Context: an optimization exercise on an open-source flow, tuned for small area. The choices shown serve that exercise and are no tape-out recipe. RTL that was checked went through simulation tests only; none was proved equivalent to the original. No functional check of the RTL was part of run 7. Power is estimated from default activity; no workload was simulated.

**design.v**
```verilog
`timescale 1ns / 1ps
module queue_non_fsm(
    clk,
    reset,
    data_in,
    write_to_stack,
    read_from_stack,
    stack_full,
    stack_empty,
    data_out
    );
    input  [7:0] data_in;
    input        clk,
                 reset,
                 write_to_stack,
                 read_from_stack;
    output       stack_full,
                 stack_empty;
    output [7:0] data_out;
    reg    [7:0] data_out;
    reg [7:0] mem [0:31];
    reg  [5:0] cn;
    wire [5:0] c = ~cn;
    assign stack_empty = c[5];
    assign stack_full  = ~c[5] & (&c[4:0]);
    wire wr = write_to_stack & ~stack_full;
    wire rd = read_from_stack & ~stack_empty & ~wr;
    wire [32:0] sel;
    genvar g;
    generate for (g = 0; g < 32; g = g + 1) begin : dec
        assign sel[g] = rd & (c[4:0] == g);
    end endgenerate
    assign sel[32] = ~rd;
    wire [7:0] rd_next;
    generate for (g = 0; g < 8; g = g + 1) begin : rbit
        wire [32:0] d;
        genvar k;
        for (k = 0; k < 32; k = k + 1) begin : dk
            assign d[k] = mem[k][g];
        end
        assign d[32] = data_out[g];
        wire [10:0] y;
        for (k = 0; k < 11; k = k + 1) begin : t
            aoi222 u (.a1(sel[3*k]),   .a2(d[3*k]),
                      .b1(sel[3*k+1]), .b2(d[3*k+1]),
                      .c1(sel[3*k+2]), .c2(d[3*k+2]), .y(y[k]));
        end
        wire p0, p1, p2;
        nand4 n0 (.a(y[0]), .b(y[1]), .c(y[2]),  .d(y[3]), .y(p0));
        nand4 n1 (.a(y[4]), .b(y[5]), .c(y[6]),  .d(y[7]), .y(p1));
        nand3 n2 (.a(y[8]), .b(y[9]), .c(y[10]),            .y(p2));
        assign rd_next[g] = p0 | p1 | p2;
    end endgenerate
    integer i;
    wire wrn = ~wr;
    wire [7:0] mem_d [0:31];
    generate for (g = 0; g < 32; g = g + 1) begin : word
        genvar b;
        for (b = 0; b < 8; b = b + 1) begin : bits
            ao22 u (.a1(wr),  .a2(g == 0 ? data_in[b] : mem[g == 0 ? 0 : g-1][b]),
                    .b1(wrn), .b2(mem[g][b]), .y(mem_d[g][b]));
        end
    end endgenerate
    always @(posedge clk) begin
        for (i = 0; i < 32; i = i + 1) mem[i] <= mem_d[i];
    end
    always @(posedge clk or posedge reset) begin
        if (reset) begin
            cn       <= 6'b000000;
            data_out <= 8'b0;
        end else begin
            if (wr)      cn <= cn - 6'd1;
            else if (rd) cn <= cn + 6'd1;
            data_out <= rd_next;
        end
    end
endmodule
module aoi222(input a1, a2, b1, b2, c1, c2, output y);
    assign y = ~((a1 & a2) | (b1 & b2) | (c1 & c2));
endmodule
module ao22(input a1, a2, b1, b2, output y);
    assign y = (a1 & a2) | (b1 & b2);
endmodule
module nand4(input a, b, c, d, output y);
    assign y = ~(a & b & c & d);
endmodule
module nand3(input a, b, c, output y);
    assign y = ~(a & b & c);
endmodule
```
**flow/run.sh**
```bash
#!/bin/bash
# The standard ORFS layout (standard.sh, with its synthesis unchanged), with
# these changes to what it builds around the design:
#  - the port buffers are the smallest buffer, buf_1;
#  - clock tree synthesis drives the registers from clkbuf_4 in clusters of
#    up to 10 sinks, with clkbuf_2 above them in the tree, and inserts no
#    dummy loads. The tree is still built by CTS; no register is given a
#    skew of its own;
#  - the buffers ABC inserted are removed at floorplan (repair_design then
#    buffers what needs it), and after global routing repair_timing
#    downsizes gates on paths with slack to spare (RECOVER_POWER).
# Each tool's full output is in the ORFS logs under orfs/logs; make's own
# output is in flow_make.log.
set -euo pipefail
export BUFFER_PORTS_ARGS="-buffer_cell sky130_fd_sc_hd__buf_1"
export CTS_ARGS="-sink_clustering_enable -repair_clock_nets -dont_use_dummy_load -buf_list sky130_fd_sc_hd__clkbuf_4 -root_buf sky130_fd_sc_hd__clkbuf_2 -tree_buf sky130_fd_sc_hd__clkbuf_2 -sink_clustering_size 10 -sink_clustering_max_diameter 40"
export REMOVE_ABC_BUFFERS=1
export RECOVER_POWER=100
bash standard.sh > flow_make.log 2>&1
```
**standard.sh**
```bash
#!/bin/bash
# synth_recipe.tcl (not shown) runs the flow's synth.tcl, then flattens the netlist and writes it again
# the make line also repeats each setting of config.mk as NAME=value (left out here)
make -C /OpenROAD-flow-scripts/flow DESIGN_CONFIG=/design/flow/config.mk WORK_HOME=/design/flow/orfs CLKGATE_MAP_FILE= SYNTH_SCRIPT=/design/flow/synth_recipe.tcl "${@:-finish}"
```
**config.mk**
```make
export PLATFORM = sky130hd
export DESIGN_NAME = queue_non_fsm
export DESIGN_NICKNAME = queue_non_fsm
export VERILOG_FILES = /design/flow/design.v
export SDC_FILE = /design/flow/constraint.sdc
export NUM_CORES = 4
export LEC_CHECK = 0
export CAP_MARGIN = 20
export CORE_MARGIN = 2
export CORE_UTILIZATION = 60
export SLEW_MARGIN = 20
export SYNTH_HIERARCHICAL = 1
export SYNTH_MINIMUM_KEEP_SIZE = 0
```
**constraint.sdc**
```tcl
create_clock -name core_clock -period 5.0 [get_ports {clk}]
set_input_delay 1.0000 -clock core_clock [delete_from_list [all_inputs] [get_ports {clk}]]
set_output_delay 1.0000 -clock core_clock [all_outputs]
set_load 0.01 [all_outputs]
```
==> impl_metrics.py, run 1 <==
metrics = {
    "global_route": {
        "grt_pass1_vias": 6954,
        "grt_max_degree": 125,
        "antenna_found_initial": 1,
        "grt_pass1_wl_mm": 37.34,
        "track_usage_pct": 28.36,
        "grt.overflow.total": 0,
    },
    "place": {
        "dp.final_hpwl_mm": 14.57,
        "place_congestion": 0.7950,
        "numPortBuffers": 21,
        "dp_slack_ns": 1.408,
    },
    "clocking": {
        "postCtsSetupRepairBufs": 0,
        "cts.repair.resized": 0,
        "cts_sinks": 270,
        "cts_tree": "done",
        "insertion_delay_ns": 0.77,
        "cts_made_buffers": 36,
        "ctsRootBufferMaster": "clkbuf_2",
        "clkSlewWorstSetupHoldPaths_ns": 0.10,
        "htree_num_levels": 2,
        "cts.path.max_buffers": 3,
        "holdBufCountCts": 0,
    },
    "final_layout": {
        "regArea_mm2": 0.005475,
        "area_growth_pct": 6.330,
        "drive_gt1_share_pct": 5.897,
        "final.fill_count": 1179,
        "multi_input_area_mm2": 0.003807,
        "final_nets": 816,
    },
    "timing": {
        "fin_crit_sh_pct": 79.82,
        "hold_violations": 0,
        "slew_viol_final": 0,
        "clock.fmax_mhz": 250.6,
        "setup_ws_ns": 1.009,
        "tightestPinTransition_ns": 1.263,
        "rsz0062_at_grt": "false",
        "setup_violations": 0,
        "finalClockSkew_ns": 0.1029,
        "relSlewSlack_pct": 15.77,
        "tns_ns": 0,
        "period_minus_slack_ns": 3.991,
    },
    "critical_path": {
        "cp-start-kind": "flop",
        "critPathKind": "flop to flop",
        "cp-end-kind": "flop",
        "worst_ep_arrival_time_ns": 4.55,
        "crit_required_ns": 5.55,
        "path_max_fanout": 112,
    },
    "synth": {
        "netlist_area_mm2": 0.009330,
        "ys_types": 33,
        "synthDominantCellAreaShare_pct": 54.93,
        "syn-instance-count": 738,
        "async_reset_ff_share_pct": 5.185,
        "syn_area_per_cell_um2": 12.64,
        "synth_edf_count": 0,
        "synth_ff_type": "dfxtp_1",
        "ys_warn_count": 9,
        "synth.area.top_cells": "dfxtp_1, a22o_1, a222oi_1, dfrtp_1, nor2_1",
        "ys_seq_area_share_pct": 58.68,
        "ys_ff_latch": 270,
        "synth_top_cell_by_area": "dfxtp_1",
    },
    "pwr": {
        "powerDensity_mw_per_mm2": 580.2,
        "total_power_mw": 5.756,
        "p_leak_nw": 3.857,
        "irDropWorstVdd_v": 0.0003228,
    },
    "routing": {
        "avgViaCountPerCell": 7.345,
        "ant_nets": 0,
        "drc": 0,
        "vias": 7242,
        "first_pass_iters": 9,
        "drt-total-wl_mm": 23.05,
        "drt_iter0_drc": 989,
        "wl_per_cell_um": 23.38,
    },
    "run_status": {
        "outcome": "no timing/DRC/antenna violations",
    },
    "floorplanning": {
        "rows": 45,
        "die_area_mm2": 0.01656,
        "core_mm2": 0.01520,
        "die_w_um": 128.7,
        "fp.dieH_um": 128.7,
        "initial_core_util_pct": 61.37,
        "io_pins": 22,
    },
    "job": {
        "max_cap_viol_count": 0,
    },
    "min_path": {
        "hold_path_class": "primary input to async pin",
    },
}
==> through the flow <==
stage	hold slack (ns)	utilization [%]	cell area, um2	cells
after CTS	0.2108	65.29	9926	985
after detailed placement	0.4530	63.60	9668	949
after floorplan	0.4396	-	9308	736
after global placement	0.4553	63.60	9668	949
final	0.2585	65.26	9921	986
after global routing	0.2253	65.26	9921	986
==> path summary, 6_finish.rpt <==
path / start / endpoint / slack (ns) / cells after the start
hold reg to reg: mem[8][0]$_DFF_P_ / mem[9][0]$_DFF_P_ / 0.46 / 1
setup reg to reg: cn[3]$_DFFE_PP0P_ / cn[5]$_DFFE_PP0P_ / 1.01 / 7
max in group asynchronous: reset / cn[5]$_DFFE_PP0P_ / 4.25 / 2
hold / removal: reset / data_out[4]$_DFF_PP0_ / 0.26 / 2
setup / recovery: cn[3]$_DFFE_PP0P_ / cn[5]$_DFFE_PP0P_ / 1.01 / 7
min in group core_clock: mem[8][0]$_DFF_P_ / mem[9][0]$_DFF_P_ / 0.46 / 1
==> modules after synthesis (local to each module, per instance) <==
| module | flip-flops and latches | copies in the design | cell area, um2 |
|---|---|---|---|
| queue_non_fsm | 270 | 1 | 6067 |
| aoi222 | 0 | 88 | 10.01 |
| nand3 | 0 | 8 | 5.005 |
| nand4 | 0 | 16 | 6.256 |
| ao22 | 0 | 256 | 8.758 |
==> logic make-up (layout without fill, tap and decap cells) <==
logic type                 Yosys count  after routing  share of synthesized area [%]
and+or+nand+nor                     96             96                          5.203
muxes                                1              1                         0.1073
xor gates and xnor gates             3              3                         0.2817
adders and majority gates            5              5                         0.7510
DFF                                270            270                          58.68
buffers and inverters                8             67                         0.4827
AOI/OAI and AO/OA                  355            355                          34.49
other                                0              1                              0
==> cell type report <==
cell class | count | area share (%)
repair buffers | 25 | 1.135
multi-input cells | 460 | 38.38
flip-flops and latches | 270 | 55.19
inverters | 6 | 0.3027
diodes | 1 | 0.02522
clock buffers | 36 | 2.598
well taps | 188 | 2.371
==> critical path, stage by stage (launching register included) <==
cell and delay [ns]:
dfrtp_1 0.50, nor3_2 0.27, a31o_1 1.03, inv_8 0.47, ha_1 0.50, and3_1 0.21, a2111o_1 0.47, o311a_2 0.35
==> flip-flops by register name, indices dropped and copies added, names as in the netlist <==
register  flops
mem         256
cn            6
data_out      8
==> layer usage <==
metal	GRT usage, %	vias up	share of wire, %
li1	-	3324	-
met1	39.06	3612	43
met2	46.37	267	49
met3	4.699	39	6.7
met4	8.376	0	1.8
met5	0	-	0
==> cell usage after synthesis, types with 2 or more instances <==
cell type and n:
xor2_1 2, and2_1 2, a222oi_1 88, buf_6 2
o21ai_0 3, ha_1 4, nand2_1 10, nor3_1 2
and2b_2 2, nor2_1 33, dfrtp_1 14, nand4_1 17
a22o_1 256, or3_1 8, nand3_1 15, o21a_1 2
inv_1 6, and3_1 2, dfxtp_1 256
==> placed cells by master (no fill, tap or decap), types with 2 or more instances in the layout <==
| master | count |
|---|---|
| a222oi_1 | 88 |
| a22o_1 | 256 |
| and2_1 | 2 |
| and2b_2 | 2 |
| and3_1 | 2 |
| buf_1 | 21 |
| buf_4 | 3 |
| clkbuf_2 | 5 |
| clkbuf_4 | 31 |
| dfrtp_1 | 14 |
| dfxtp_1 | 256 |
| ha_1 | 4 |
| inv_1 | 5 |
| nand2_1 | 10 |
| nand3_1 | 15 |
| nand4_1 | 17 |
| nor2_1 | 33 |
| nor3_1 | 2 |
| o21a_1 | 2 |
| o21ai_0 | 3 |
| or3_1 | 8 |
| xor2_1 | 2 |
==> power breakdown <==
group / leakage [nW] / switching (mW) / internal (mW) / total (mW)
combinational: 1.42 / 0.556 / 0.659 / 1.22
sequential: 2.28 / 0.666 / 2.91 / 3.57
clock: 0.163 / 0.658 / 0.308 / 0.967
total: 3.86 / 1.88 / 3.88 / 5.76
==> run 2, diff against run 1 <==
--- a/config.mk
+++ b/config.mk
@@ -8,5 +8,6 @@
 export CAP_MARGIN = 20
 export CORE_MARGIN = 2
-export CORE_UTILIZATION = 60
+export CORE_UTILIZATION = 70
+export PLACE_DENSITY = 0.85
 export SLEW_MARGIN = 20
 export SYNTH_HIERARCHICAL = 1
==> impl_metrics.py, run 2 <==
metrics = {
    "critical_path": {
        "cp-end-kind": "flop",
        "cp-start-kind": "flop",
        "worst_ep_arrival_time_ns": 4.10,
        "crit_required_ns": 5.71,
        "path_max_fanout": 264,
        "critPathKind": "flop to flop",
    },
    "routing": {
        "first_pass_iters": 6,
        "ant_nets": 0,
        "wl_per_cell_um": 23.24,
        "drc": 0,
        "avgViaCountPerCell": 7.641,
        "drt_iter0_drc": 1161,
        "drt-total-wl_mm": 22.47,
        "vias": 7389,
    },
    "global_route": {
        "grt_max_degree": 265,
        "grt_pass1_vias": 6822,
        "track_usage_pct": 30.78,
        "antenna_found_initial": 0,
        "grt_pass1_wl_mm": 35.59,
        "grt.overflow.total": 0,
    },
    "clocking": {
        "htree_num_levels": 1,
        "cts_made_buffers": 31,
        "cts_sinks": 270,
        "clkSlewWorstSetupHoldPaths_ns": 0.11,
        "insertion_delay_ns": 0.82,
        "cts.repair.resized": 0,
        "holdBufCountCts": 0,
        "postCtsSetupRepairBufs": 0,
        "cts.path.max_buffers": 3,
        "ctsRootBufferMaster": "clkbuf_2",
        "cts_tree": "done",
    },
    "pwr": {
        "p_leak_nw": 3.833,
        "swShare_pct": 32.60,
        "irDropWorstVdd_v": 0.0003168,
        "powerDensity_mw_per_mm2": 577.2,
        "clkPwrFrac_pct": 15.9,
        "p_switching_mw": 1.857,
        "combinationalPowerShare_pct": 21.6,
        "intPower_mw": 3.839,
        "p_seq_share_pct": 62.5,
    },
    "run_status": {
        "so_faults": "capacitance limit, slew limit",
        "outcome": "failed layout checks",
    },
    "timing": {
        "relSlewSlack_pct": -26.13,
        "clock.fmax_mhz": 294.9,
        "fin_crit_sh_pct": 67.83,
        "slew_viol_final": 185,
        "setup_violations": 0,
        "finalClockSkew_ns": 0.02651,
        "tightestPinTransition_ns": 1.892,
        "rsz0062_at_grt": "false",
        "holdWs_ns": 0.1998,
        "hold_violations": 0,
        "period_minus_slack_ns": 3.392,
    },
    "final_layout": {
        "area_growth_pct": 5.766,
        "final_nets": 810,
        "top_register": "mem",
        "final_cell_mix": "a22o_1, dfxtp_1, a222oi_1",
        "antennaDiodeCount": 0,
        "largest_register_ffs": 256,
        "top_regs": "mem x256, data_out x8, cn x6",
        "drive_gt1_share_pct": 5.183,
        "design_area_mm2": 0.009868,
    },
    "synth": {
        "async_reset_ff_share_pct": 5.185,
        "syn_area_per_cell_um2": 12.64,
        "synth_ff_type": "dfxtp_1",
        "netlist_area_mm2": 0.009330,
        "synth_edf_count": 0,
        "synth_top_cell_by_area": "dfxtp_1",
        "ys_ff_latch": 270,
        "synth.area.top_cells": "dfxtp_1, a22o_1, a222oi_1, dfrtp_1, nor2_1",
        "ys_types": 33,
        "syn-instance-count": 738,
        "ys_seq_area_share_pct": 58.68,
        "synth_common_cells": "a22o_1, dfxtp_1, a222oi_1, nor2_1, nand4_1",
        "ys_warn_count": 9,
        "synthDominantCellAreaShare_pct": 54.93,
    },
    "floorplanning": {
        "initial_core_util_pct": 71.02,
        "die_area_mm2": 0.01427,
        "rows": 42,
        "io_pins": 22,
        "fp.dieH_um": 119.5,
        "die_w_um": 119.5,
        "core_mm2": 0.01314,
    },
    "min_path": {
        "hold_path_class": "primary input to async pin",
    },
    "job": {
        "max_cap_viol_count": 2,
    },
    "place": {
        "dp.final_hpwl_mm": 14.19,
        "place_congestion": 0.8765,
        "dpl_cell_area_mm2": 0.009656,
        "numPortBuffers": 21,
    },
}
-- run 2: final cells by class --
class	instances	area, um2
multi-input combinational	460	3811
inverter	6	27.53
tap	176	220.2
clock buffer	31	225.2
sequential	270	5475
timing repair buffer	24	108.9
fill	917	3269
-- run 2: worst paths after layout --
check	slack, ns	end	from	cells past startpoint
worst max register to register	1.61	data_out[1]$_DFF_PP0_	cn[3]$_DFFE_PP0P_	7
max in group asynchronous	4.38	data_out[4]$_DFF_PP0_	reset	2
worst min register to register	0.49	mem[31][7]$_DFF_P_	mem[31][7]$_DFF_P_	1
worst max-delay path	1.61	data_out[1]$_DFF_PP0_	cn[3]$_DFFE_PP0P_	7
min in group core_clock	0.39	mem[0][4]$_DFF_P_	data_in[4]	2
worst min-delay path	0.20	data_out[6]$_DFF_PP0_	reset	2
-- run 2: per-stage QoR --
stage	instances	setup WS (ns)	power [mW]	TNS (ns)	utilization (%)
after global routing	967	1.441	5.990	0	75.11
after CTS	967	1.711	5.690	0	75.21
after floorplan	736	-9.110	4.361	-2100.82	-
final	967	1.608	5.696	0	75.11
after detailed placement	936	1.348	4.796	0	73.50
after global placement	936	1.483	4.680	0	73.50
-- run 2: layer usage --
metal / part of all wire, % / vias to the layer above / track usage [%]
met5: 0 / - / 0
met1: 41 / 3651 / 41.97
met4: 3.9 / 0 / 13.16
met2: 48 / 371 / 48.96
met3: 7.3 / 58 / 4.837
li1: - / 3309 / -
-- run 2: cell families (layout without fill, tap and decap cells) --
group	after synthesis	in the layout	synth area share [%]
buf+inv	8	61	0.4827
flops	270	270	58.68
simple gates	96	96	5.203
compound gates	355	355	34.49
xor+xnor	3	3	0.2817
mux	1	1	0.1073
fa+ha+maj	5	5	0.7510
-- run 2: critical path: stages, from the launching register on --
cell,delay (ns)
dfrtp_1,0.49
nor3_1,0.41
a31o_4,0.27
buf_12,0.69
nand3_1,0.47
a222oi_1,0.47
nand3_1,0.16
or3_1,0.34
-- run 2: power groups by stage --
| stage | combinational, mW | clock (mW) | sequential, mW |
|---|---|---|---|
| 2_1_floorplan | 0.967 | 0 | 3.39 |
| 3_3_place_gp | 1.14 | 0 | 3.54 |
| 3_5_place_dp | 1.21 | 0 | 3.59 |
| 4_1_cts | 1.22 | 0.926 | 3.54 |
| 5_1_grt | 1.34 | 1.00 | 3.65 |
| 6_report | 1.23 | 0.907 | 3.56 |
-- run 2: modules after synthesis (local to each module, per instance) --
| module | flip-flops and latches | cells inside |
|---|---|---|
| ao22 | 0 | 1 |
| aoi222 | 0 | 1 |
| nand3 | 0 | 1 |
| nand4 | 0 | 1 |
| queue_non_fsm | 270 | 370 |
==> run 3, diff against run 2 <==
--- a/design.v
+++ b/design.v
@@ -27,7 +27,16 @@
     wire rd = read_from_stack & ~stack_empty & ~wr;
     wire [32:0] sel;
+    wire [4:0]  ci = ~c[4:0];
+    wire [3:0]  lo_n;
+    wire [7:0]  hi_n;
     genvar g;
-    generate for (g = 0; g < 32; g = g + 1) begin : dec
-        assign sel[g] = rd & (c[4:0] == g);
+    generate for (g = 0; g < 4; g = g + 1) begin : plo
+        nand3 u (.a(rd), .b(g & 1 ? c[0] : ci[0]), .c(g & 2 ? c[1] : ci[1]), .y(lo_n[g]));
+    end
+    for (g = 0; g < 8; g = g + 1) begin : phi
+        nand3 u (.a(g & 1 ? c[2] : ci[2]), .b(g & 2 ? c[3] : ci[3]), .c(g & 4 ? c[4] : ci[4]), .y(hi_n[g]));
+    end
+    for (g = 0; g < 32; g = g + 1) begin : dec
+        nor2 u (.a(lo_n[g % 4]), .b(hi_n[g / 4]), .y(sel[g]));
     end endgenerate
     assign sel[32] = ~rd;
@@ -88,2 +97,5 @@
     assign y = ~(a & b & c);
 endmodule
+module nor2(input a, b, output y);
+    assign y = ~(a | b);
+endmodule
==> flow/run.sh (replaced) <==
#!/bin/bash
# The standard ORFS layout (standard.sh, with its synthesis unchanged), with
# these changes to what it builds around the design:
#  - the port buffers are the smallest buffer, buf_1;
#  - clock tree synthesis drives the registers from clkbuf_4 in clusters of
#    up to 10 sinks, with clkbuf_2 above them in the tree, and inserts no
#    dummy loads. The tree is still built by CTS; no register is given a
#    skew of its own;
#  - the buffers ABC inserted are removed at floorplan; repair_design then
#    buffers what needs it.
# Each tool's full output is in the ORFS logs under orfs/logs; make's own
# output is in flow_make.log.
set -euo pipefail
export BUFFER_PORTS_ARGS="-buffer_cell sky130_fd_sc_hd__buf_1"
export CTS_ARGS="-sink_clustering_enable -repair_clock_nets -dont_use_dummy_load -buf_list sky130_fd_sc_hd__clkbuf_4 -root_buf sky130_fd_sc_hd__clkbuf_2 -tree_buf sky130_fd_sc_hd__clkbuf_2 -sink_clustering_size 10 -sink_clustering_max_diameter 60"
export REMOVE_ABC_BUFFERS=1
bash standard.sh > flow_make.log 2>&1
--- a/config.mk
+++ b/config.mk
@@ -8,6 +8,5 @@
 export CAP_MARGIN = 20
 export CORE_MARGIN = 2
-export CORE_UTILIZATION = 70
-export PLACE_DENSITY = 0.85
+export CORE_UTILIZATION = 60
 export SLEW_MARGIN = 20
 export SYNTH_HIERARCHICAL = 1
==> impl_metrics.py, run 3 <==
metrics = {
    "clocking": {
        "htree_num_levels": 1,
        "cts_tree": "done",
        "holdBufCountCts": 0,
        "cts.repair.resized": 0,
        "postCtsSetupRepairBufs": 0,
        "clkSlewWorstSetupHoldPaths_ns": 0.12,
        "insertion_delay_ns": 0.86,
        "ctsRootBufferMaster": "clkbuf_2",
        "cts_made_buffers": 30,
        "cts_sinks": 270,
        "cts.path.max_buffers": 3,
    },
    "global_route": {
        "antenna_found_initial": 1,
        "track_usage_pct": 28.44,
        "grt_pass1_vias": 6799,
        "grt.overflow.total": 0,
        "grt_pass1_wl_mm": 37.56,
        "grt_max_degree": 158,
    },
    "synth": {
        "synthDominantCellAreaShare_pct": 55.11,
        "synth.most_common_cell": "a22o_1",
        "synth_edf_count": 0,
        "synth_common_cells": "a22o_1, dfxtp_1, a222oi_1, nor2_1, nand3_1",
        "ys_types": 29,
        "ys_warn_count": 9,
        "syn-instance-count": 734,
        "async_reset_ff_share_pct": 5.185,
        "ys_seq_area_share_pct": 58.88,
        "synth_compound_area_share_pct": 34.58,
        "synth-simple-area-share_pct": 4.844,
        "synth_fa_ha_area_share_pct": 0.7535,
        "synth_ff_type": "dfxtp_1",
        "ys_ff_latch": 270,
        "synth_top_family_by_area": "compound AO/OA/AOI/OAI gates",
        "synth-xor-area-share_pct": 0.2826,
        "synth_mux_area_share_pct": 0.2153,
        "syn_area_per_cell_um2": 12.67,
        "netlist_area_mm2": 0.009299,
        "synth_top_cell_by_area": "dfxtp_1",
        "synth.area.top_cells": "dfxtp_1, a22o_1, a222oi_1, dfrtp_1, nor2_1",
    },
    "routing": {
        "ant_nets": 0,
        "drt-total-wl_mm": 23.69,
        "first_pass_iters": 6,
        "drt_iter0_drc": 1382,
        "avgViaCountPerCell": 7.549,
        "drc": 0,
        "vias": 7390,
        "wl_per_cell_um": 24.20,
    },
    "floorplanning": {
        "initial_core_util_pct": 61.40,
        "die_w_um": 128.5,
        "core_mm2": 0.01515,
        "rows": 45,
        "fp.dieH_um": 128.5,
        "die_area_mm2": 0.01651,
        "io_pins": 22,
    },
    "pwr": {
        "total_power_mw": 5.454,
        "powerDensity_mw_per_mm2": 551.0,
        "intPower_mw": 3.679,
        "p_switching_mw": 1.775,
        "p_leak_nw": 3.826,
        "clkPwrFrac_pct": 16.6,
        "swShare_pct": 32.55,
        "p_seq_share_pct": 63.5,
        "combinationalPowerShare_pct": 19.9,
        "irDropWorstVdd_v": 0.0002964,
    },
    "critical_path": {
        "cp-start-kind": "flop",
        "cp_common_cell": "nand3_1",
        "path_max_fanout": 9,
        "rr_worst_depth": 9,
        "crit_required_ns": 5.76,
        "path_cells": "or4b_4 -> o31ai_4 -> nand3_1 -> inv_1 -> nand3_1 -> nor2_1 -> a222oi_1 -> nand4_1 -> or3_1",
        "worst_ep_arrival_time_ns": 4.50,
        "cp_slowest_cell": "nor2_1",
        "cp_slowest_stage_delay_ns": 0.72,
        "critPathKind": "flop to flop",
        "cp-end-kind": "flop",
    },
    "timing": {
        "rsz0062_at_grt": "false",
        "holdWs_ns": 0.2125,
        "relSlewSlack_pct": 30.14,
        "setup_ws_ns": 1.259,
        "slew_viol_final": 0,
        "tns_ns": 0,
        "finalClockSkew_ns": 0.06740,
        "setup_violations": 0,
        "hold_violations": 0,
        "period_minus_slack_ns": 3.741,
        "clock.fmax_mhz": 267.3,
        "tightestPinTransition_ns": 1.048,
        "fin_crit_sh_pct": 74.82,
    },
    "job": {
        "max_cap_viol_count": 0,
    },
    "final_layout": {
        "fin_util_pct": 65.35,
        "area_growth_pct": 6.445,
        "drive_gt1_share_pct": 5.063,
        "top_regs": "mem x256, data_out x8, cn x6",
        "largest_register_ffs": 256,
        "design_area_mm2": 0.009898,
        "final_nets": 809,
        "top_register": "mem",
        "final_common_cell": "a22o_1",
        "final_cell_mix": "a22o_1, dfxtp_1, a222oi_1",
        "final.fill_count": 1171,
        "stdcell_count": 979,
    },
    "place": {
        "numPortBuffers": 21,
        "dp.final_hpwl_mm": 14.63,
        "dpl_cell_area_mm2": 0.009651,
        "place_congestion": 0.8360,
        "placedCellCount": 947,
        "dp_slack_ns": 1.295,
    },
    "min_path": {
        "hold_path_class": "primary input to async pin",
    },
    "run_status": {
        "outcome": "no timing/DRC/antenna violations",
    },
}
==> run 3: cell type report <==
class	count	area, um2	area share [%]
sequential	270	5475	55.32
timing repair buffer	26	136.4	1.378
inverter	11	48.80	0.4930
tap	188	235.2	2.376
antenna	1	2.502	0.02528
multi-input combinational	453	3782	38.21
clock buffer	30	217.7	2.199
==> run 3: worst max-delay path, delay by kind of cell, from the launching register on <==
| kind | cells | cell delay (ns) |
|---|---|---|
| compound gates | 2 | 0.60 |
| simple gates | 6 | 2.34 |
| flops | 1 | 0.50 |
| buf+inv | 1 | 0.25 |
==> run 3: per-module statistics from Yosys (local to each module, per instance) <==
module	cells	copies in the design	flops+latches
queue_non_fsm	322	1	270
aoi222	1	88	0
ao22	1	256	0
nand4	1	16	0
nand3	1	20	0
nor2	1	32	0
==> run 3: cells by family after synthesis <==
family / count (synthesis)
compound gates: 355
flops: 270
simple gates: 88
buf+inv: 11
fa+ha+maj: 5
xor+xnor: 3
mux: 2
==> run 3: final timing paths <==
kind	startpoint	endpoint	slack, ns
max in group asynchronous	reset	cn[3]$_DFFE_PP0P_	4.28
worst min register to register	mem[1][3]$_DFF_P_	mem[2][3]$_DFF_P_	0.48
worst max-delay path	cn[4]$_DFFE_PP0P_	data_out[4]$_DFF_PP0_	1.26
min in group core_clock	data_in[5]	mem[0][5]$_DFF_P_	0.35
worst min-delay path	reset	data_out[7]$_DFF_PP0_	0.21
worst max register to register	cn[4]$_DFFE_PP0P_	data_out[4]$_DFF_PP0_	1.26
==> run 3: power by group through the flow <==
stage	clock (mW)	sequential (mW)	combinational [mW]
global route	1.02	3.54	1.21
CTS	0.936	3.44	1.07
finish	0.905	3.46	1.08
detailed placement	0	3.48	1.07
global placement	0	3.47	1.01
floorplan	0	3.27	0.869
==> run 3: per-layer routing <==
layer	part of all wire, %	global-route usage [%]	wire, um
met1	44	43.75	10480
met2	43	39.61	10270
met3	9.3	5.655	2202
met4	3.1	10.36	743
met5	0	0	0
==> run 4, diff against run 3 <==
--- a/design.v
+++ b/design.v
@@ -24,6 +24,9 @@
     assign stack_empty = c[5];
     assign stack_full  = ~c[5] & (&c[4:0]);
-    wire wr = write_to_stack & ~stack_full;
-    wire rd = read_from_stack & ~stack_empty & ~wr;
+    wire wr, wrn, rd, rdn;
+    nand2b g_wrn (.an(stack_full), .b(write_to_stack), .y(wrn));
+    inv    g_wr  (.a(wrn), .y(wr));
+    and3   g_rd  (.a(read_from_stack), .b(~c[5]), .c(wrn), .y(rd));
+    nand3  g_rdn (.a(read_from_stack), .b(~c[5]), .c(wrn), .y(rdn));
     wire [32:0] sel;
     wire [4:0]  ci = ~c[4:0];
@@ -40,5 +43,5 @@
         nor2 u (.a(lo_n[g % 4]), .b(hi_n[g / 4]), .y(sel[g]));
     end endgenerate
-    assign sel[32] = ~rd;
+    assign sel[32] = rdn;
     wire [7:0] rd_next;
     generate for (g = 0; g < 8; g = g + 1) begin : rbit
@@ -62,5 +65,4 @@
     end endgenerate
     integer i;
-    wire wrn = ~wr;
     wire [7:0] mem_d [0:31];
     generate for (g = 0; g < 32; g = g + 1) begin : word
@@ -100,2 +102,11 @@
     assign y = ~(a | b);
 endmodule
+module nand2b(input an, b, output y);
+    assign y = ~(~an & b);
+endmodule
+module inv(input a, output y);
+    assign y = ~a;
+endmodule
+module and3(input a, b, c, output y);
+    assign y = a & b & c;
+endmodule
==> impl_metrics.py, run 4 <==
metrics = {
    "floorplanning": {
        "fp.dieH_um": 128.3,
        "die_w_um": 128.3,
        "rows": 45,
        "core_mm2": 0.01515,
        "die_area_mm2": 0.01646,
        "io_pins": 22,
        "initial_core_util_pct": 61.21,
    },
    "clocking": {
        "insertion_delay_ns": 0.85,
        "cts_sinks": 270,
        "ctsRootBufferMaster": "clkbuf_2",
        "postCtsSetupRepairBufs": 0,
        "htree_num_levels": 1,
        "cts_made_buffers": 30,
        "cts.path.max_buffers": 3,
        "cts_tree": "done",
        "cts.repair.resized": 0,
        "clkSlewWorstSetupHoldPaths_ns": 0.11,
        "holdBufCountCts": 0,
    },
    "timing": {
        "setup_ws_ns": 1.311,
        "setup_violations": 0,
        "slew_viol_final": 0,
        "finalClockSkew_ns": 0.07366,
        "rsz0062_at_grt": "false",
        "relSlewSlack_pct": 25.39,
        "hold_violations": 0,
        "clock.fmax_mhz": 271.1,
        "fin_crit_sh_pct": 73.78,
        "tightestPinTransition_ns": 1.119,
        "period_minus_slack_ns": 3.689,
        "holdWs_ns": 0.2025,
    },
    "synth": {
        "ys_seq_area_share_pct": 59.06,
        "synth_common_cells": "a22o_1, dfxtp_1, a222oi_1, nor2_1, nand3_1",
        "synthDominantCellAreaShare_pct": 55.28,
        "synth.area.top_cells": "dfxtp_1, a22o_1, a222oi_1, dfrtp_1, nor2_1",
        "synth_edf_count": 0,
        "ys_types": 29,
        "syn_area_per_cell_um2": 12.61,
        "netlist_area_mm2": 0.009271,
        "ys_warn_count": 9,
        "synth_ff_type": "dfxtp_1",
        "synth_top_cell_by_area": "dfxtp_1",
        "ys_ff_latch": 270,
        "syn-instance-count": 735,
        "async_reset_ff_share_pct": 5.185,
    },
    "place": {
        "numPortBuffers": 21,
        "dp.final_hpwl_mm": 14.83,
        "place_congestion": 0.8424,
        "dpl_cell_area_mm2": 0.009628,
        "dp_slack_ns": 1.281,
    },
    "global_route": {
        "grt.overflow.total": 0,
        "antenna_found_initial": 1,
        "grt_pass1_vias": 6825,
        "grt_max_degree": 258,
        "track_usage_pct": 28.18,
        "grt_pass1_wl_mm": 37.16,
    },
    "routing": {
        "wl_per_cell_um": 24.05,
        "drc": 0,
        "first_pass_iters": 9,
        "vias": 7238,
        "avgViaCountPerCell": 7.401,
        "ant_nets": 0,
        "drt-total-wl_mm": 23.52,
        "drt_iter0_drc": 1092,
    },
    "critical_path": {
        "worst_ep_arrival_time_ns": 4.36,
        "crit_required_ns": 5.67,
        "crit_buf_inv": 2,
        "cp_common_cell": "nand3_1",
        "cp_slowest_stage_delay_ns": 0.66,
        "path_cells": "inv_1 -> nand4_1 -> nor3_1 -> nand2b_4 -> buf_12 -> nand3_1 -> a222oi_1 -> nand3_1 -> or3_1",
        "path_max_fanout": 257,
        "cp-start-kind": "flop",
        "critPathTopFamily": "simple AND/OR/NAND/NOR gates",
        "cp-end-kind": "flop",
        "critPathKind": "flop to flop",
        "cp_slowest_cell": "buf_12",
    },
    "final_layout": {
        "final_nets": 807,
        "final.fill_count": 1163,
        "area_growth_pct": 6.248,
        "design_area_mm2": 0.009851,
        "top_register": "mem",
        "drive_gt1_share_pct": 4.695,
        "largest_register_ffs": 256,
        "multi_input_area_mm2": 0.003766,
        "final_cell_mix": "a22o_1, dfxtp_1, a222oi_1",
        "top_regs": "mem x256, data_out x8, cn x6",
        "regArea_mm2": 0.005475,
        "fin_util_pct": 65.04,
    },
    "pwr": {
        "swShare_pct": 31.34,
        "combinationalPowerShare_pct": 18.5,
        "powerDensity_mw_per_mm2": 522.6,
        "intPower_mw": 3.534,
        "p_leak_nw": 3.786,
        "p_switching_mw": 1.613,
        "p_seq_share_pct": 64.1,
        "irDropWorstVdd_v": 0.0002915,
        "clkPwrFrac_pct": 17.4,
    },
    "min_path": {
        "hold_path_class": "primary input to async pin",
    },
    "run_status": {
        "outcome": "no timing/DRC/antenna violations",
    },
    "job": {
        "max_cap_viol_count": 0,
    },
}
==> run 4: kinds of logic after synthesis <==
kind of cell	share of synthesized area (%)
AOI/OAI and AO/OA	34.56
xor gates and xnor gates	0.3779
adders and majority gates	0.7558
buffers and inverters	0.4049
DFF	59.06
muxes	0.1080
and+or+nand+nor	4.737
==> run 4: power by group through the flow <==
stage / registers, mW / logic [mW] / clock network, mW
after global routing: 3.37 / 1.06 / 1.01
final: 3.30 / 0.955 / 0.894
after CTS: 3.29 / 0.951 / 0.922
after global placement: 3.30 / 0.904 / 0
after detailed placement: 3.33 / 0.948 / 0
after floorplan: 3.15 / 0.782 / 0
==> run 4: routing by layer <==
layer / up-vias / track usage (%) / wire, um
li1: 3300 / - / -
met1: 3587 / 39.46 / 10050
met2: 293 / 44.84 / 11180
met3: 58 / 4.048 / 1482
met4: 0 / 10.21 / 798
met5: - / 0 / 0
==> run 4: worst paths after layout <==
check	start	end	slack, ns	depth (start not counted)
hold reg to reg	mem[26][0]$_DFF_P_	mem[27][0]$_DFF_P_	0.48	1
setup / recovery	cn[4]$_DFFE_PP0P_	data_out[4]$_DFF_PP0_	1.31	9
hold / removal	reset	cn[2]$_DFFE_PP0P_	0.20	2
max in group asynchronous	reset	data_out[4]$_DFF_PP0_	4.31	2
setup reg to reg	cn[4]$_DFFE_PP0P_	data_out[4]$_DFF_PP0_	1.31	9
min in group core_clock	data_in[3]	mem[0][3]$_DFF_P_	0.37	2
==> run 4: area by class of cell <==
type                       instances  share of cell area (%)
inverter                          10                  0.4573
clock buffer                      30                   2.210
tap                              188                   2.388
multi-input combinational        455                   38.23
antenna                            2                 0.05081
timing repair buffer              23                   1.080
sequential                       270                   55.58
==> run 4: per-module statistics from Yosys, one instance, submodules excluded <==
module | cells inside | flops+latches
queue_non_fsm | 319 | 270
aoi222 | 1 | 0
ao22 | 1 | 0
and3 | 1 | 0
nand2b | 1 | 0
nand4 | 1 | 0
nand3 | 1 | 0
inv | 1 | 0
nor2 | 1 | 0
==> run 4: per-stage QoR <==
stage | setup TNS, ns | instances | total power, mW
final | 0 | 978 | 5.148
after detailed placement | 0 | 946 | 4.277
after global routing | 0 | 978 | 5.433
after global placement | 0 | 946 | 4.201
after CTS | 0 | 976 | 5.159
after floorplan | -2233.42 | 735 | 3.928
==> run 5, diff against run 4 <==
--- a/design.v
+++ b/design.v
@@ -22,6 +22,18 @@
     reg  [5:0] cn;
     wire [5:0] c = ~cn;
+    genvar g;
+    wire [5:1] a, z;
+    assign a[1] = c[0];
+    assign z[1] = cn[0];
+    nor2  g_a2 (.a(cn[0]), .b(cn[1]), .y(a[2]));
+    nor2  g_z2 (.a(c[0]),  .b(c[1]),  .y(z[2]));
+    and3  g_a3 (.a(c[0]),  .b(c[1]),  .c(c[2]),  .y(a[3]));
+    and3  g_z3 (.a(cn[0]), .b(cn[1]), .c(cn[2]), .y(z[3]));
+    and4  g_a4 (.a(c[0]),  .b(c[1]),  .c(c[2]),  .d(c[3]),  .y(a[4]));
+    and4  g_z4 (.a(cn[0]), .b(cn[1]), .c(cn[2]), .d(cn[3]), .y(z[4]));
+    and2  g_a5 (.a(a[4]), .b(c[4]),  .y(a[5]));
+    and2  g_z5 (.a(z[4]), .b(cn[4]), .y(z[5]));
     assign stack_empty = c[5];
-    assign stack_full  = ~c[5] & (&c[4:0]);
+    and2  g_full (.a(cn[5]), .b(a[5]), .y(stack_full));
     wire wr, wrn, rd, rdn;
     nand2b g_wrn (.an(stack_full), .b(write_to_stack), .y(wrn));
@@ -33,10 +45,9 @@
     wire [3:0]  lo_n;
     wire [7:0]  hi_n;
-    genvar g;
     generate for (g = 0; g < 4; g = g + 1) begin : plo
-        nand3 u (.a(rd), .b(g & 1 ? c[0] : ci[0]), .c(g & 2 ? c[1] : ci[1]), .y(lo_n[g]));
+        nand3 u (.a(rd), .b(((g & 1) != 0) ? c[0] : ci[0]), .c(((g & 2) != 0) ? c[1] : ci[1]), .y(lo_n[g]));
     end
     for (g = 0; g < 8; g = g + 1) begin : phi
-        nand3 u (.a(g & 1 ? c[2] : ci[2]), .b(g & 2 ? c[3] : ci[3]), .c(g & 4 ? c[4] : ci[4]), .y(hi_n[g]));
+        nand3 u (.a(((g & 1) != 0) ? c[2] : ci[2]), .b(((g & 2) != 0) ? c[3] : ci[3]), .c(((g & 4) != 0) ? c[4] : ci[4]), .y(hi_n[g]));
     end
     for (g = 0; g < 32; g = g + 1) begin : dec
@@ -64,4 +75,12 @@
         assign rd_next[g] = p0 | p1 | p2;
     end endgenerate
+    wire [5:0] t, cn_next;
+    or2   g_t0 (.a(wr), .b(rd), .y(t[0]));
+    generate for (g = 1; g < 6; g = g + 1) begin : cnt
+        ao22 u (.a1(wr), .a2(a[g]), .b1(rd), .b2(z[g]), .y(t[g]));
+    end
+    for (g = 0; g < 6; g = g + 1) begin : cnx
+        xor2 u (.a(cn[g]), .b(t[g]), .y(cn_next[g]));
+    end endgenerate
     integer i;
     wire [7:0] mem_d [0:31];
@@ -81,6 +100,5 @@
             data_out <= 8'b0;
         end else begin
-            if (wr)      cn <= cn - 6'd1;
-            else if (rd) cn <= cn + 6'd1;
+            cn       <= cn_next;
             data_out <= rd_next;
         end
@@ -111,2 +129,14 @@
     assign y = a & b & c;
 endmodule
+module and4(input a, b, c, d, output y);
+    assign y = a & b & c & d;
+endmodule
+module and2(input a, b, output y);
+    assign y = a & b;
+endmodule
+module or2(input a, b, output y);
+    assign y = a | b;
+endmodule
+module xor2(input a, b, output y);
+    assign y = a ^ b;
+endmodule
==> impl_metrics.py, run 5 <==
metrics = {
    "clocking": {
        "cts_sinks": 270,
        "ctsRootBufferMaster": "clkbuf_2",
        "insertion_delay_ns": 0.84,
        "cts.repair.resized": 0,
        "htree_num_levels": 1,
        "clkSlewWorstSetupHoldPaths_ns": 0.12,
        "cts_made_buffers": 30,
        "cts.path.max_buffers": 3,
        "postCtsSetupRepairBufs": 0,
        "cts_tree": "done",
        "holdBufCountCts": 0,
    },
    "synth": {
        "netlist_area_mm2": 0.009175,
        "synthDominantCellAreaShare_pct": 55.86,
        "syn-instance-count": 722,
        "synth_top_cell_by_area": "dfxtp_1",
        "synth_ff_type": "dfxtp_1",
        "synth_common_cells": "a22o_1, dfxtp_1, a222oi_1, nor2_1, nand3_1",
        "ys_seq_area_share_pct": 59.68,
        "async_reset_ff_share_pct": 5.185,
        "ys_ff_latch": 270,
        "synth.area.top_cells": "dfxtp_1, a22o_1, a222oi_1, dfrtp_1, nor2_1",
        "ys_warn_count": 9,
        "synth.most_common_cell": "a22o_1",
        "syn_area_per_cell_um2": 12.71,
        "ys_types": 15,
        "synth_edf_count": 0,
    },
    "floorplanning": {
        "rows": 45,
        "initial_core_util_pct": 60.80,
        "fp.dieH_um": 127.7,
        "die_area_mm2": 0.01630,
        "die_w_um": 127.7,
        "core_mm2": 0.01509,
        "io_pins": 22,
    },
    "global_route": {
        "track_usage_pct": 26.68,
        "grt_pass1_wl_mm": 35.31,
        "use_met3_pct": 4.508,
        "grt.overflow.total": 0,
        "use_met1_pct": 39.62,
        "antenna_found_initial": 0,
        "met2_usage_pct": 39.54,
        "grt-busiest-layer": "met1",
        "grt_pass1_vias": 6547,
        "grt_max_degree": 259,
    },
    "critical_path": {
        "path_max_fanout": 10,
        "cp-start-kind": "flop",
        "regToRegSetupSlack_ns": 1.16,
        "r2r_start": "cn[2]$_DFF_PP0_",
        "cp-end-kind": "flop",
        "worst_ep_arrival_time_ns": 4.54,
        "timing.rr.end": "data_out[7]$_DFF_PP0_",
        "critPathKind": "flop to flop",
        "rr_worst_depth": 11,
        "crit_required_ns": 5.70,
    },
    "pwr": {
        "powerDensity_mw_per_mm2": 532.8,
        "irDropWorstVdd_v": 0.0002668,
        "p_leak_nw": 3.775,
        "total_power_mw": 5.198,
    },
    "routing": {
        "ant_nets": 0,
        "drt-total-wl_mm": 22.42,
        "first_pass_iters": 6,
        "drc": 0,
        "drt_iter0_drc": 1116,
        "vias": 7147,
        "wl_per_cell_um": 23.25,
        "avgViaCountPerCell": 7.414,
    },
    "timing": {
        "period_minus_slack_ns": 3.838,
        "tightestPinTransition_ns": 1.076,
        "finalClockSkew_ns": 0.03866,
        "fin_crit_sh_pct": 76.77,
        "relSlewSlack_pct": 28.28,
        "setup_violations": 0,
        "rsz0062_at_grt": "false",
        "slew_viol_final": 0,
        "hold_violations": 0,
        "clock.fmax_mhz": 260.5,
        "tns_ns": 0,
    },
    "run_status": {
        "outcome": "no timing/DRC/antenna violations",
    },
    "final_layout": {
        "top_register": "mem",
        "stdcell_count": 964,
        "largest_register_ffs": 256,
        "area_growth_pct": 6.341,
        "final_common_cell": "a22o_1",
        "antennaDiodeCount": 0,
        "fin_util_pct": 64.66,
        "top_regs": "mem x256, data_out x8, cn x6",
        "drive_gt1_share_pct": 4.510,
        "final_nets": 790,
        "final_cell_mix": "a22o_1, dfxtp_1, a222oi_1",
    },
    "place": {
        "numPortBuffers": 21,
        "dp.final_hpwl_mm": 13.64,
        "placedCellCount": 934,
        "place_congestion": 0.8026,
    },
    "min_path": {
        "hold_path_class": "primary input to async pin",
    },
    "job": {
        "max_cap_viol_count": 0,
    },
}
[run 5: changes by cell type in the layout (fill, tap and decap cells not counted), moves of 3 or more]
cell and delta:
o21ai_0 -4, xnor2_1 -3, a22o_1 +5, and2_1 +3, ha_1 -4, a21oi_1 -4
xor2_1 +5
[run 5: layout make-up]
type / instances / area (um2)
clock buffer: 30 / 217.7
fill: 1205 / 5333
inverter: 8 / 37.54
multi-input combinational: 444 / 3677
sequential: 270 / 5475
tap: 188 / 235.2
timing repair buffer: 24 / 113.9
[run 5: worst max-delay path by stage]
stage                         start  slack (ns)               endpoint
floorplan           cn[2]$_DFF_PP0_       -8.68        cn[0]$_DFF_PP0_
global placement    cn[2]$_DFF_PP0_        1.36  data_out[7]$_DFF_PP0_
detailed placement  cn[2]$_DFF_PP0_        1.31  data_out[7]$_DFF_PP0_
CTS                 cn[0]$_DFF_PP0_        1.26  data_out[7]$_DFF_PP0_
global route        cn[2]$_DFF_PP0_        1.04  data_out[6]$_DFF_PP0_
finish              cn[2]$_DFF_PP0_        1.16  data_out[7]$_DFF_PP0_
[run 5: cell families (layout without fill, tap and decap cells)]
family | Yosys count | count (layout) | synth area share [%]
AOI/OAI and AO/OA | 349 | 349 | 34.52
xor gates and xnor gates | 6 | 6 | 0.5727
buffers and inverters | 8 | 62 | 0.3273
DFF | 270 | 270 | 59.68
and+or+nand+nor | 89 | 89 | 4.910
[run 5: critical path, cell delays in order (launching register included)]
cell and delay (ns):
dfrtp_1 0.49, inv_1 0.15, and4_1 0.25, and2_1 0.17
and2_1 0.15, nand2b_4 0.15, and3_1 0.29, nand3_1 0.39
nor2_1 0.26, a222oi_1 0.72, nand4_1 0.26, or3_1 0.42
[run 5: modules after synthesis, one instance, submodules excluded]
module	copies in the design	flip-flops and latches	cells inside	cell area, um2
and2	3	0	1	6.256
and3	3	0	1	6.256
and4	2	0	1	8.758
ao22	261	0	1	8.758
aoi222	88	0	1	10.01
inv	1	0	1	3.754
nand2b	1	0	1	6.256
nand3	21	0	1	5.005
nand4	16	0	1	6.256
nor2	34	0	1	3.754
or2	1	0	1	6.256
queue_non_fsm	1	270	285	5552
xor2	6	0	1	8.758
[run 5: power by group]
group	total, mW	switching, mW	internal (mW)
combinational	0.941	0.418	0.523
clock	0.901	0.640	0.261
sequential	3.36	0.559	2.80
[run 5: metal layers]
layer / vias to the layer above / wire length (um) / part of all wire, %
met1: 3551 / 10140 / 45
met3: 50 / 1553 / 6.9
met4: 0 / 764 / 3.4
met2: 294 / 9963 / 44
li1: 3252 / - / -
met5: - / 0 / 0
[run 5: per-stage QoR]
step | worst slack, ns | hold slack (ns) | cell area (um2)
global placement | 1.363 | 0.4556 | 9539
global route | 1.044 | 0.1837 | 9757
finish | 1.162 | 0.1826 | 9757
floorplan | -8.677 | 0.4396 | 9175
detailed placement | 1.308 | 0.4610 | 9539
CTS | 1.262 | 0.1405 | 9757
==> run 6, diff against run 5 <==
--- a/design.v
+++ b/design.v
@@ -32,8 +32,8 @@
     and4  g_a4 (.a(c[0]),  .b(c[1]),  .c(c[2]),  .d(c[3]),  .y(a[4]));
     and4  g_z4 (.a(cn[0]), .b(cn[1]), .c(cn[2]), .d(cn[3]), .y(z[4]));
-    and2  g_a5 (.a(a[4]), .b(c[4]),  .y(a[5]));
     and2  g_z5 (.a(z[4]), .b(cn[4]), .y(z[5]));
+    assign a[5] = c[5];
     assign stack_empty = c[5];
-    and2  g_full (.a(cn[5]), .b(a[5]), .y(stack_full));
+    and3  g_full (.a(cn[5]), .b(a[4]), .c(c[4]), .y(stack_full));
     wire wr, wrn, rd, rdn;
     nand2b g_wrn (.an(stack_full), .b(write_to_stack), .y(wrn));
@@ -75,11 +75,12 @@
         assign rd_next[g] = p0 | p1 | p2;
     end endgenerate
-    wire [5:0] t, cn_next;
-    or2   g_t0 (.a(wr), .b(rd), .y(t[0]));
+    wire [5:1] t;
+    wire [5:0] cn_next;
+    wire       tn0;
+    nor2  g_t0 (.a(wr), .b(rd), .y(tn0));
+    xnor2 g_x0 (.a(cn[0]), .b(tn0), .y(cn_next[0]));
     generate for (g = 1; g < 6; g = g + 1) begin : cnt
         ao22 u (.a1(wr), .a2(a[g]), .b1(rd), .b2(z[g]), .y(t[g]));
-    end
-    for (g = 0; g < 6; g = g + 1) begin : cnx
-        xor2 u (.a(cn[g]), .b(t[g]), .y(cn_next[g]));
+        xor2 x (.a(cn[g]), .b(t[g]), .y(cn_next[g]));
     end endgenerate
     integer i;
@@ -135,6 +136,6 @@
     assign y = a & b;
 endmodule
-module or2(input a, b, output y);
-    assign y = a | b;
+module xnor2(input a, b, output y);
+    assign y = ~(a ^ b);
 endmodule
 module xor2(input a, b, output y);
==> impl_metrics.py, run 6 <==
metrics = {
    "clocking": {
        "cts.path.max_buffers": 3,
        "holdBufCountCts": 0,
        "ctsRootBufferMaster": "clkbuf_2",
        "insertion_delay_ns": 0.83,
        "cts_made_buffers": 30,
        "postCtsSetupRepairBufs": 0,
        "clkSlewWorstSetupHoldPaths_ns": 0.12,
        "cts_sinks": 270,
        "htree_num_levels": 1,
        "cts_tree": "done",
        "cts.repair.resized": 0,
    },
    "timing": {
        "setup_violations": 0,
        "slew_viol_final": 0,
        "tightestPinTransition_ns": 1.177,
        "rsz0062_at_grt": "false",
        "relSlewSlack_pct": 21.54,
        "finalClockSkew_ns": 0.01959,
        "hold_violations": 0,
        "period_minus_slack_ns": 3.622,
        "fin_crit_sh_pct": 72.44,
        "clock.fmax_mhz": 276.1,
        "holdWs_ns": 0.2048,
    },
    "critical_path": {
        "crit_required_ns": 5.71,
        "r2r_start": "cn[2]$_DFF_PP0_",
        "timing.rr.end": "mem[4][1]$_DFF_P_",
        "critPathKind": "flop to flop",
        "cp-start-kind": "flop",
        "path_max_fanout": 258,
        "rr_worst_depth": 8,
        "cp-end-kind": "flop",
        "regToRegSetupSlack_ns": 1.38,
        "worst_ep_arrival_time_ns": 4.33,
        "critPathLaunch": "cn[2]$_DFF_PP0_",
    },
    "floorplanning": {
        "core_mm2": 0.01509,
        "initial_core_util_pct": 60.75,
        "io_pins": 22,
        "fp.dieH_um": 127.6,
        "die_area_mm2": 0.01628,
        "rows": 45,
        "die_w_um": 127.6,
    },
    "place": {
        "place_congestion": 0.9573,
        "dp.final_hpwl_mm": 14.85,
        "numPortBuffers": 21,
        "placedCellCount": 933,
    },
    "final_layout": {
        "drive_gt1_share_pct": 4.516,
        "area_growth_pct": 6.375,
        "stdcell_count": 964,
        "final_nets": 789,
        "top_register": "mem",
        "top_regs": "mem x256, data_out x8, cn x6",
        "largest_register_ffs": 256,
        "fin_util_pct": 64.62,
        "final.fill_count": 1187,
        "final_cell_mix": "a22o_1, dfxtp_1, a222oi_1",
        "final_common_cell": "a22o_1",
    },
    "global_route": {
        "track_usage_pct": 28.32,
        "grt_pass1_wl_mm": 36.93,
        "grt_max_degree": 259,
        "grt.overflow.total": 0,
        "grt_pass1_vias": 6643,
        "antenna_found_initial": 1,
    },
    "synth": {
        "syn_area_per_cell_um2": 12.71,
        "synth.most_common_cell": "a22o_1",
        "synth_top_cell_by_area": "dfxtp_1",
        "synth.area.top_cells": "dfxtp_1, a22o_1, a222oi_1, dfrtp_1, nor2_1",
        "ys_ff_latch": 270,
        "netlist_area_mm2": 0.009166,
        "synth_common_cells": "a22o_1, dfxtp_1, a222oi_1, nor2_1, nand3_1",
        "synth_ff_type": "dfxtp_1",
        "ys_warn_count": 9,
        "synthDominantCellAreaShare_pct": 55.91,
        "async_reset_ff_share_pct": 5.185,
        "ys_seq_area_share_pct": 59.73,
        "syn-instance-count": 721,
        "ys_types": 15,
        "synth_edf_count": 0,
    },
    "pwr": {
        "total_power_mw": 5.449,
        "p_leak_nw": 3.771,
        "irDropWorstVdd_v": 0.0002945,
        "powerDensity_mw_per_mm2": 558.8,
    },
    "routing": {
        "vias": 7208,
        "drt_iter0_drc": 1136,
        "drt-total-wl_mm": 23.50,
        "drc": 0,
        "ant_nets": 0,
        "avgViaCountPerCell": 7.477,
        "wl_per_cell_um": 24.38,
        "first_pass_iters": 8,
    },
    "min_path": {
        "hold_path_class": "primary input to async pin",
    },
    "run_status": {
        "outcome": "no timing/DRC/antenna violations",
    },
    "job": {
        "max_cap_viol_count": 0,
    },
}
run 6: Yosys stat by module, one instance, submodules excluded, a selection:
module	flip-flops and latches	times used	area (um2)	cells
queue_non_fsm	270	1	5552	285
nand3	0	21	5.005	1
nand4	0	16	6.256	1
and2	0	1	6.256	1
inv	0	1	3.754	1
and3	0	4	6.256	1
xor2	0	5	8.758	1
aoi222	0	88	10.01	1
xnor2	0	1	8.758	1
ao22	0	261	8.758	1
nand2b	0	1	6.256	1
and4	0	2	8.758	1
run 6: kinds of logic after synthesis:
| family | count (synthesis) | synth area share (%) |
|---|---|---|
| flops | 270 | 59.73 |
| xor+xnor | 6 | 0.5733 |
| simple gates | 88 | 4.819 |
| compound gates | 349 | 34.55 |
| buf+inv | 8 | 0.3276 |
run 6: worst max path at each step:
stage / cells past startpoint / to
after global routing: 9 / data_out[6]$_DFF_PP0_
after CTS: 9 / data_out[4]$_DFF_PP0_
after global placement: 8 / data_out[0]$_DFF_PP0_
after floorplan: 7 / cn[2]$_DFF_PP0_
after detailed placement: 7 / data_out[4]$_DFF_PP0_
final: 8 / mem[4][1]$_DFF_P_
run 6: critical path, cell delays in order, from the launching register on:
cell	delay [ns]
dfrtp_1	0.48
inv_1	0.18
and4_1	0.23
and3_1	0.18
nand2b_4	0.14
buf_12	0.63
inv_8	0.54
buf_4	0.48
a22o_1	0.28
run 6: area by class of cell:
class	count	area, um2	area share (%)
Antenna cell	1	2.502	0.02566
Clock buffer	30	217.7	2.233
Inverter	8	37.54	0.3850
Multi-Input combinational cell	443	3669	37.62
Sequential cell	270	5475	56.15
Tap cell	188	235.2	2.412
Timing Repair Buffer	24	113.9	1.168
run 6: stage by stage:
| step | area (um2) | setup WS (ns) | setup TNS (ns) |
|---|---|---|---|
| after CTS | 9748 | 1.467 | 0 |
| after floorplan | 9166 | -8.580 | -2228.65 |
| final | 9751 | 1.378 | 0 |
| after detailed placement | 9530 | 1.477 | 0 |
| after global placement | 9530 | 1.572 | 0 |
| after global routing | 9751 | 1.130 | 0 |
run 6: power breakdown:
part / switching [mW] / internal, mW / total (mW)
sequential: 0.656 / 2.86 / 3.52
clock: 0.649 / 0.261 / 0.910
combinational: 0.449 / 0.569 / 1.02
total: 1.75 / 3.69 / 5.45
run 6: layer usage:
| metal | GRT usage (%) | up-vias | part of all wire (%) |
|---|---|---|---|
| li1 | - | 3245 | - |
| met2 | 44.35 | 351 | 46 |
| met3 | 5.151 | 62 | 8.2 |
| met5 | 0 | - | 0 |
| met1 | 39.59 | 3550 | 42 |
| met4 | 10.21 | 0 | 3.5 |
==> run 7, diff against run 6 <==
==> design.v (replaced) <==
`timescale 1ns / 1ps
module queue_non_fsm(
    clk,              
    reset,            
    data_in,          
    write_to_stack,   
    read_from_stack,  
    stack_full,       
    stack_empty,      
    data_out          
    );
    parameter num_of_words  = 32;  
    parameter word_length   = 8;   
    parameter pointer_width = 5;   
    input [word_length - 1:0] data_in;
    input       clk,
                reset,
                write_to_stack,
                read_from_stack;
    output stack_full,
           stack_empty;
    output [word_length - 1:0] data_out;
    reg    [word_length - 1:0] data_out;
    reg [word_length - 1:0] queue_8_32 [0:num_of_words - 1];  
    reg [pointer_width:0]     pointer_difference;
    reg [pointer_width - 1:0] read_pointer,
                              write_pointer;
    assign stack_full  = pointer_difference == num_of_words;
    assign stack_empty = pointer_difference == 0;
    integer i;
    always @ (posedge clk or 
              posedge reset
              ) begin
        if (reset) begin
           for (i = 0; i < num_of_words; i = i + 1) queue_8_32[i] <= 8'b0000_0000;           
           data_out           <= 8'b0000_0000;
           pointer_difference <= 0;
           read_pointer       <= 0; 
           write_pointer      <= 0;
        end        
        else if (write_to_stack && (!stack_full)) begin
            queue_8_32[write_pointer] <= data_in;
            write_pointer             <= write_pointer + 1;
            pointer_difference        <= pointer_difference + 1;
        end
        else if (read_from_stack && (!stack_empty)) begin
            data_out           <= queue_8_32[read_pointer];
            read_pointer       = read_pointer + 1;
            pointer_difference <= pointer_difference - 1;
        end        
    end
endmodule
==> run.sh (new file) <==
#!/bin/bash
# synth_recipe.tcl (not shown) runs the flow's synth.tcl, then flattens the netlist and writes it again
# the make line also repeats each setting of config.mk as NAME=value (left out here)
make -C /OpenROAD-flow-scripts/flow DESIGN_CONFIG=/design/flow/config.mk WORK_HOME=/design/flow/orfs CLKGATE_MAP_FILE= SYNTH_SCRIPT=/design/flow/synth_recipe.tcl finish
--- a/config.mk
+++ b/config.mk
@@ -8,6 +8,4 @@
 export CAP_MARGIN = 20
 export CORE_MARGIN = 2
-export CORE_UTILIZATION = 60
+export CORE_UTILIZATION = 40
 export SLEW_MARGIN = 20
-export SYNTH_HIERARCHICAL = 1
-export SYNTH_MINIMUM_KEEP_SIZE = 0
removed: flow/run.sh
removed: standard.sh
==> impl_metrics.py, run 7 <==
metrics = {
    "run_status": {
        "outcome": "no timing/DRC/antenna violations",
    },
    "final_layout": {
        "final_common_cell": "dfrtp_1",
        "final_nets": 1093,
        "largest_register_ffs": 256,
        "fin_util_pct": 44.86,
        "design_area_mm2": 0.01493,
        "area_growth_pct": 11.44,
        "top_regs": "queue_8_32 x256, data_out x8, pointer_difference x6",
        "final_cell_mix": "dfrtp_1, mux2_2, nand2_1",
        "antennaDiodeCount": 0,
        "top_register": "queue_8_32",
        "drive_gt1_share_pct": 33.89,
    },
    "timing": {
        "rsz0062_at_grt": "false",
        "finalClockSkew_ns": 0.006169,
        "tightestPinTransition_ns": 1.181,
        "fin_crit_sh_pct": 69.86,
        "setup_violations": 0,
        "relSlewSlack_pct": 21.21,
        "tns_ns": 0,
        "clock.fmax_mhz": 286.3,
        "period_minus_slack_ns": 3.493,
        "slew_viol_final": 0,
        "hold_violations": 0,
    },
    "global_route": {
        "antenna_found_initial": 0,
        "grt_pass1_wl_mm": 61.24,
        "grt_max_degree": 84,
        "grt.overflow.total": 0,
        "grt_pass1_vias": 9230,
        "track_usage_pct": 23.13,
    },
    "clocking": {
        "htree_num_levels": 1,
        "clkSlewWorstSetupHoldPaths_ns": 0.06,
        "holdBufCountCts": 0,
        "cts.path.max_buffers": 3,
        "cts_tree": "done",
        "insertion_delay_ns": 0.55,
        "cts_sinks": 280,
        "postCtsSetupRepairBufs": 0,
        "ctsRootBufferMaster": "clkbuf_16",
        "cts.repair.resized": 0,
        "cts_made_buffers": 30,
    },
    "synth": {
        "syn-instance-count": 1068,
        "synth_common_cells": "dfrtp_1, mux2_2, nand2_1, clkbuf_1",
        "synth.area.top_cells": "dfrtp_1, mux2_2, a22oi_1, mux2i_1, nand2_1",
        "ys_types": 70,
        "ys_warn_count": 2,
        "synth_edf_count": 0,
        "synth_top_cell_by_area": "dfrtp_1",
        "synth.most_common_cell": "dfrtp_1",
        "ys_ff_latch": 280,
        "synth_ff_type": "dfrtp_1",
        "syn_area_per_cell_um2": 12.54,
        "async_reset_ff_share_pct": 100.0,
        "synthDominantCellAreaShare_pct": 52.31,
        "netlist_area_mm2": 0.01340,
        "ys_seq_area_share_pct": 52.31,
    },
    "critical_path": {
        "crit_required_ns": 5.40,
        "cp-start-kind": "flop",
        "critPathLaunch": "read_pointer[4]$_DFFE_PP0P_",
        "worst_ep_arrival_time_ns": 3.90,
        "regToRegSetupSlack_ns": 1.51,
        "critPathKind": "flop to flop",
        "r2r_start": "read_pointer[4]$_DFFE_PP0P_",
        "path_max_fanout": 34,
        "cp-end-kind": "flop",
    },
    "place": {
        "dpl_cell_area_mm2": 0.01400,
        "dp.final_hpwl_mm": 26.45,
        "place_congestion": 0.8875,
        "numPortBuffers": 21,
    },
    "floorplanning": {
        "die_area_mm2": 0.03497,
        "rows": 67,
        "initial_core_util_pct": 40.25,
        "core_mm2": 0.03328,
        "die_w_um": 187,
        "io_pins": 22,
        "fp.dieH_um": 187,
    },
    "pwr": {
        "powerDensity_mw_per_mm2": 638.2,
        "total_power_mw": 9.527,
        "irDropWorstVdd_v": 0.0003319,
        "p_leak_nw": 6.566,
    },
    "routing": {
        "drc": 0,
        "first_pass_iters": 5,
        "ant_nets": 0,
        "drt_iter0_drc": 1012,
        "avgViaCountPerCell": 5.964,
        "drt-total-wl_mm": 40.09,
        "wl_per_cell_um": 26.24,
        "vias": 9113,
    },
    "job": {
        "max_cap_viol_count": 0,
    },
    "min_path": {
        "hold_start": "data_out[3]$_DFFE_PP0P_",
        "hold_path_class": "flop to flop",
    },
}
[run 7: metrics by stage]
stage | setup WS [ns] | std cells | hold slack (ns)
floorplan | 0.2927 | 1068 | 0.4712
detailed placement | 1.516 | 1480 | 0.4731
global placement | 1.491 | 1480 | 0.4665
finish | 1.507 | 1528 | 0.4762
CTS | 1.627 | 1528 | 0.4861
global route | 1.482 | 1528 | 0.4926
[run 7: worst paths after layout]
kind | to | depth (start not counted)
max | data_out[7]$_DFFE_PP0P_ | 7
min | data_out[3]$_DFFE_PP0P_ | 2
max reg2reg | data_out[7]$_DFFE_PP0P_ | 7
min reg2reg | data_out[3]$_DFFE_PP0P_ | 2
max in group asynchronous | queue_8_32[21][1]$_DFFE_PP0P_ | 3
min in group asynchronous | queue_8_32[22][2]$_DFFE_PP0P_ | 2
[run 7: cell families (layout without fill, tap and decap cells)]
kind of cell	after synthesis	after routing	share of synthesized area (%)
xor+xnor	11	11	0.7193
buf+inv	92	104	3.073
mux	297	297	25.06
fa+ha+maj	17	17	1.644
compound gates	157	157	8.790
simple gates	214	214	8.407
flops	280	280	52.31
[run 7: where the power goes]
group | switching (mW) | internal (mW)
clock | 0.897 | 1.23
combinational | 1.90 | 1.57
sequential | 0.688 | 3.24
[run 7: worst max-delay path: stages (launching register included)]
cell and delay (ns):
dfrtp_2 0.74, buf_4 0.52, nor2_2 0.35, a22oi_1 0.57, o22ai_1 0.21, a2111o_1 0.39
nor4_1 0.40, o31ai_1 0.12
[run 7: routing by layer]
metal  global-route usage (%)  up-vias  routed length [um]
met1                    34.00     4781               18310
met2                    35.04      353               17680
met3                    4.053       74                2845
met4                    6.777        0                1258
li1                         -     3905                   -
met5                        0        -                   0
[run 7: area by class of cell]
cell class,instances,area (um2)
Multi-Input combinational cell,696,5988
Tap cell,448,560.5
Inverter,13,52.55
Fill cell,3108,18350
Clock buffer,45,908.4
Timing Repair Buffer,43,392.9
Clock inverter,3,15.01
Sequential cell,280,7010

[separate check: timing with driven ports]
The results above use ideal ports. As a check the final layouts listed here were re-extracted and re-timed, cells and wires unchanged. Step 1: set_driving_cell puts a clkbuf_16 on clk and a buf_2 on each other input, an assumption about the parent block. Step 2 also shifts input and output timing later by t, the mid clock arrival at the registers, as if the neighbouring blocks saw the same clock. Three values: ideal, step 1, step 2; two values: the first two.
| run | shift t [ns] | setup WS [ns] | worst hold slack (ns) | worst setup path after step 2 | worst register clock-pin slew, ns |
|---|---|---|---|---|---|
| run 1 | 0.758 | 1.009 / 1.009 / 0.660 | 0.259 / 0.240 / 0.463 | input to register | 0.10 / 0.10 |
| run 2 | 0.847 | 1.608 / 1.608 / 1.214 | 0.200 / 0.184 / 0.488 | input to register | 0.11 / 0.11 |
| run 3 | 0.861 | 1.259 / 1.259 / 1.219 | 0.213 / 0.197 / 0.479 | input to register | 0.12 / 0.12 |
| run 4 | 0.846 | 1.311 / 1.311 / 1.311 | 0.203 / 0.194 / 0.478 | register to register | 0.11 / 0.11 |
| run 5 | 0.857 | 1.162 / 1.162 / 1.162 | 0.183 / 0.167 / 0.488 | register to register | 0.12 / 0.12 |
| run 6 | 0.859 | 1.378 / 1.378 / 1.378 | 0.205 / 0.184 / 0.492 | register to register | 0.12 / 0.12 |
| run 7 | 0.601 | 1.507 / 1.507 / 1.467 | 0.476 / 0.476 / 0.476 | input to register | 0.06 / 0.06 |
For run 2, which loses most, drivers alone change the setup slack by 0.000 ns; drivers and shift together by -0.394 ns.
